What follows belongs to an exercise in optimizing a design on an open flow for small area; a production flow would make more cautious choices.
Function was checked by simulation only, so behaviour that the tests miss may differ from the original.

## flow/design.v (module list and top-level ports; edited modules follow where they fit)
// module odd_even_sort_stage: 25 lines
// module odd_even_sort: 875 lines
module odd_even_sort #(
    parameter n = 32,
    parameter k = 8
)
(
    input [n * k - 1:0] in,
    input clk, reset,
    output [n * k - 1:0] out
);
  // ...
==> flow/flow/run.sh <==
#!/bin/bash
# The standard layout, with plain buf_1 cells (instead of the default delay
# buffers) as the port buffers that buffer_ports puts on every input and output.
set -euo pipefail
export BUFFER_PORTS_ARGS="-buffer_cell sky130_fd_sc_hd__buf_1"
bash standard.sh > standard.log 2>&1
==> flow/standard.sh <==
#!/bin/bash
# synth_recipe.tcl (not shown) runs the flow's synth.tcl, then flattens the netlist and writes it again
# the make line also repeats each setting of config.mk as NAME=value (left out here)
make -C /OpenROAD-flow-scripts/flow DESIGN_CONFIG=/design/flow/config.mk WORK_HOME=/design/flow/orfs CLKGATE_MAP_FILE= SYNTH_SCRIPT=/design/flow/synth_recipe.tcl "${@:-finish}"
==> flow/config.mk <==
export PLATFORM = sky130hd
export DESIGN_NAME = odd_even_sort
export DESIGN_NICKNAME = odd_even_sort
export VERILOG_FILES = /design/flow/design.v
export SDC_FILE = /design/flow/constraint.sdc
export NUM_CORES = 4
export LEC_CHECK = 0
export ABC_AREA = 1
export CAP_MARGIN = 20
export CORE_MARGIN = 2
export CORE_UTILIZATION = 50
export CTS_BUF_LIST = sky130_fd_sc_hd__clkbuf_16
export CTS_CLUSTER_DIAMETER = 80
export CTS_CLUSTER_SIZE = 24
export PLACE_DENSITY = 0.65
export SLEW_MARGIN = 20
==> flow/constraint.sdc <==
create_clock -name core_clock -period 5.0 [get_ports {clk}]
set_input_delay 1.0000 -clock core_clock [delete_from_list [all_inputs] [get_ports {clk}]]
set_output_delay 1.0000 -clock core_clock [all_outputs]
set_load 0.01 [all_outputs]
==> flow_metrics.py, run 1 <==
metrics = {
    "outcome": {
        "status": "complete, no violations",
    },
    "synth": {
        "netlist_instances": 20800,
        "avgSynthCellArea_um2": 9.66,
        "async_flop_share": 0.00473,
        "ys_seq_elements": 6973,
        "synthSimpleGateAreaFrac": 0.127,
        "netlist_area_um2": 201000,
        "ys_types": 74,
    },
    "global_route": {
        "grt_use_met2": 0.393,
        "grt_usage": 0.222,
    },
    "cts": {
        "postCtsSetupRepairBufs": 0,
    },
    "final_layout": {
        "layout-drive-gt1-share": 0.0482,
        "multi_input_cells": 10800,
        "seq_area_frac": 0.630,
        "clkCellAreaFrac": 0.0466,
    },
    "detailed_routing": {
        "wl_met2_um": 223000,
        "vias": 129000,
    },
    "worst_setup_path": {
        "cp.arrival_ns": 3.76,
    },
    "timing": {
        "tightestPinTransition_ns": 1.20,
        "timing.final.ws_setup_ns": 0.242,
        "rsz0062_at_grt": "no",
    },
    "die": {
        "io_pins": 514,
    },
}
==> run 2, diff against run 1 <==
--- a/flow/config.mk
+++ b/flow/config.mk
@@ -8,9 +8,10 @@
 export ABC_AREA = 1
 export CAP_MARGIN = 20
 export CORE_MARGIN = 2
-export CORE_UTILIZATION = 50
+export CORE_UTILIZATION = 55
 export CTS_BUF_LIST = sky130_fd_sc_hd__clkbuf_16
 export CTS_CLUSTER_DIAMETER = 80
 export CTS_CLUSTER_SIZE = 24
-export PLACE_DENSITY = 0.65
+export PLACE_DENSITY = 0.68
+export SETUP_SLACK_MARGIN = 0.1
 export SLEW_MARGIN = 20
==> run 2 against run 1 <==
Still clean on timing, DRC and antenna. Clock skew shrank 0.034 ns. Critical path depth unchanged. Via count increased by 0.13%. Final cell count fell by 2.2%. Clock-buffer cell count down 1. Flip-flop and latch count is the same. Die area fell by 9.0%. Synthesized cell count unchanged. First-iteration DRC count up 8.9%.
==> flow_metrics.py, run 2 <==
metrics = {
    "cts": {
        "path_clk_slew_ns": 0.09,
        "cts_sinks": 6973,
        "h-tree-depth": 5,
        "cts_tree": "yes",
        "cts_max_path_buffers": 4,
        "cts_made_buffers": 345,
        "clock-root-buffer": "clkbuf_16",
        "clock_latency_ns": 0.96,
    },
    "worst_setup_path": {
        "reg2reg_to": "r7[175]",
        "critPathSlowestCell": "dfxtp_1",
        "critPathRequiredTime_ns": 4.00,
        "worstSetupPathType": "reg2out",
        "r2r_cells": 25,
        "cp.arrival_ns": 3.66,
        "crit_chain": "clkinv_1 -> nor2_1 -> o21ai_0 -> a211o_1 -> a311oi_1 -> buf_1",
        "rrSetupSlack_ns": 0.54,
        "setup.worst_path.end_class": "primary output",
        "crit_path_max_incr_delay_ns": 0.61,
        "start_kind": "register",
        "r2r-start": "r6[213]",
        "critPathMaxFanout": 10,
    },
    "detailed_routing": {
        "drcViolationCount": 0,
        "vias": 129000,
        "routedWlPerCell_um": 16.7,
        "ant_nets": 0,
        "drtPass1Iterations": 6,
        "routed_wl_um": 443000,
        "drtIter0Drc": 9559,
        "vias_per_cell": 4.88,
    },
    "synth": {
        "post-synth-top-area-cell": "dfxtp_1",
        "synth_fp_nets": 21100,
        "ys_seq_elements": 6973,
        "synth_top_flop_cell": "dfxtp_1",
        "async_flop_share": 0.00473,
        "ys_types": 74,
        "ys_seq_area_frac": 0.694,
        "synth_common_cells": "dfxtp_1, nand2_1, inv_1, o21ai_0, nor2_1",
        "synth-warning-count": 1,
        "ys_top_cells_by_area": "dfxtp_1, nand2_1, o21ai_0, inv_1, nor2_1",
        "synth.most_common_cell": "dfxtp_1",
        "avgSynthCellArea_um2": 9.66,
        "netlist_instances": 20800,
        "netlist_area_um2": 201000,
        "synth_top_area_share": 0.690,
        "synth-edff-count": 0,
    },
    "die": {
        "io_pins": 514,
        "core_area_um2": 365000,
        "die_area_um2": 371000,
        "start_util": 0.552,
        "rows": 222,
        "fp.dieW_um": 609,
        "die_y_um": 609,
    },
    "final_layout": {
        "final_core_util": 0.602,
        "final_common_cell": "dfxtp_1",
        "layout-drive-gt1-share": 0.0424,
        "syn2layout_area_growth_pct": 9.11,
        "final_cell_count_no_fill": 26500,
        "fin_nets": 21800,
        "layout_common_cells": "dfxtp_1, nand2_1, inv_1",
    },
    "timing": {
        "setup_viol": 0,
        "tightestPinTransition_ns": 1.11,
        "slew_headroom": 0.251,
        "hold_viol": 0,
        "post-route-min-period_ns": 4.66,
        "timing.final.ws_setup_ns": 0.338,
        "rsz0062_at_grt": "yes",
        "clock_skew_ns": 0.0455,
        "fmax_ghz": 0.215,
        "fin_crit_sh": 0.932,
        "tns_ns": 0,
        "maxSlewViolCount": 0,
    },
    "global_route": {
        "grt_pass1_vias": 117000,
        "grt_pass1_wl_um": 664000,
        "grt_max_degree": 140,
        "antenna_found_initial": 16,
        "overflow": 0,
        "grt_usage": 0.231,
    },
    "place": {
        "place_ws_ns": 0.510,
        "dpl.cell_count": 26000,
        "dp_hpwl_um": 345000,
        "io_buffers": 513,
        "globalplace.congestion": 0.986,
    },
    "min_path": {
        "min_path_type": "in2async",
    },
    "outcome": {
        "status": "complete, no violations",
    },
    "flow_run": {
        "drv_cap": 0,
    },
}
## run 2: changes by cell type in the layout (fill, tap and decap cells not counted), moves of 3 or more
cell       change
buf_4        -117
inv_16         -3
o21ai_0        -9
inv_1          +6
o21ai_2        +4
bufinv_16      -6
clkinv_2       -4
o21ai_1        +5
buf_12         -4
clkinv_16      -6
## run 2: through the flow
stage,hold WS [ns],cell area [µm²]
after detailed placement,0.312,210000
after global placement,0.310,210000
after floorplan,0.310,201000
final,0.147,220000
after CTS,0.0807,220000
after global routing,0.162,220000
## run 2: what timing repair did
action,4_1_cts,5_1_grt
gates resized for setup,0,17
hold buffers,0,0
setup endpoints to repair,0,9
buffers inserted,0,0
## run 2: how the worst max path moves through the flow
stage                  start        to  slack, ns  cells past startpoint
floorplan            r6[127]   r7[190]       1.69                     34
global placement     r6[191]   r7[165]       0.55                     32
detailed placement    r6[87]   r7[160]       0.51                     30
CTS                 r32[179]  out[181]       0.25                      9
global route         r6[213]   r7[160]       0.07                     27
finish              r32[169]  out[165]       0.34                      6
## run 2: critical path, delay by kind of cell (launching register included)
kind / cells / cell delay, ns
AOI/OAI and AO/OA: 3 / 1.05
DFF: 1 / 0.61
buffers and inverters: 2 / 0.66
and+or+nand+nor: 1 / 0.42
## run 2: cell families (layout without fill, tap and decap cells)
logic type	count (synthesis)	after routing	synth area share
other	1	7	0.0000186
AOI/OAI and AO/OA	4328	4328	0.120
adders and majority gates	14	14	0.000696
DFF	6973	6973	0.694
and+or+nand+nor	6414	6414	0.127
buffers and inverters	3117	3907	0.0588
muxes	1	1	0.0000497
## run 2: layout make-up
cell class	instances	area, µm²
Clock buffer	350	8760
Antenna cell	6	15.0
Fill cell	30700	145000
Tap cell	4816	6030
Sequential cell	6973	140000
Clock inverter	87	1110
Timing Repair Buffer	811	4180
Multi-Input combinational cell	10800	49900
Inverter	2659	9980
## run 2: metal layers
layer	wire (µm)	GRT usage	vias up
li1	-	-	67500
met1	186000	0.279	57600
met2	206000	0.395	3185
met3	20400	0.0309	978
met4	30100	0.137	8
met5	46	0	-

==> separate check: timing with driven ports <==
The flow's constraints put no driver on any port. The routed layouts listed below were extracted and timed again, unchanged, in two steps. Step 1 (the two cells are an assumption about what drives the block):
set clk [get_ports {clk}]
set_driving_cell -lib_cell sky130_fd_sc_hd__clkbuf_16 $clk
set_driving_cell -lib_cell sky130_fd_sc_hd__buf_2 [delete_from_list [all_inputs] $clk]
Step 2 adds t to the input delays and takes it off the output delays; t is the mean of the earliest and latest rising clock arrival at the registers after step 1. Input paths then give back, and output paths get back, about the clock's delay inside the block. Three values: no drivers, after step 1, after step 2; two values: the first two.
| run | t, ns | slack for setup (ns) | latest minus earliest clock arrival (ns) | slew at the worst register clock pin (ns) | worst data-port slew with drivers (ns) |
|---|---|---|---|---|---|
| run 1 | 1.076 | 0.242 / 0.121 / 0.520 | 0.092 / 0.092 | 0.10 / 0.10 | 0.06 |
| run 2 | 1.042 | 0.338 / 0.222 / 0.542 | 0.086 / 0.085 | 0.10 / 0.10 | 0.09 |
After both steps every run listed still meets setup and hold.
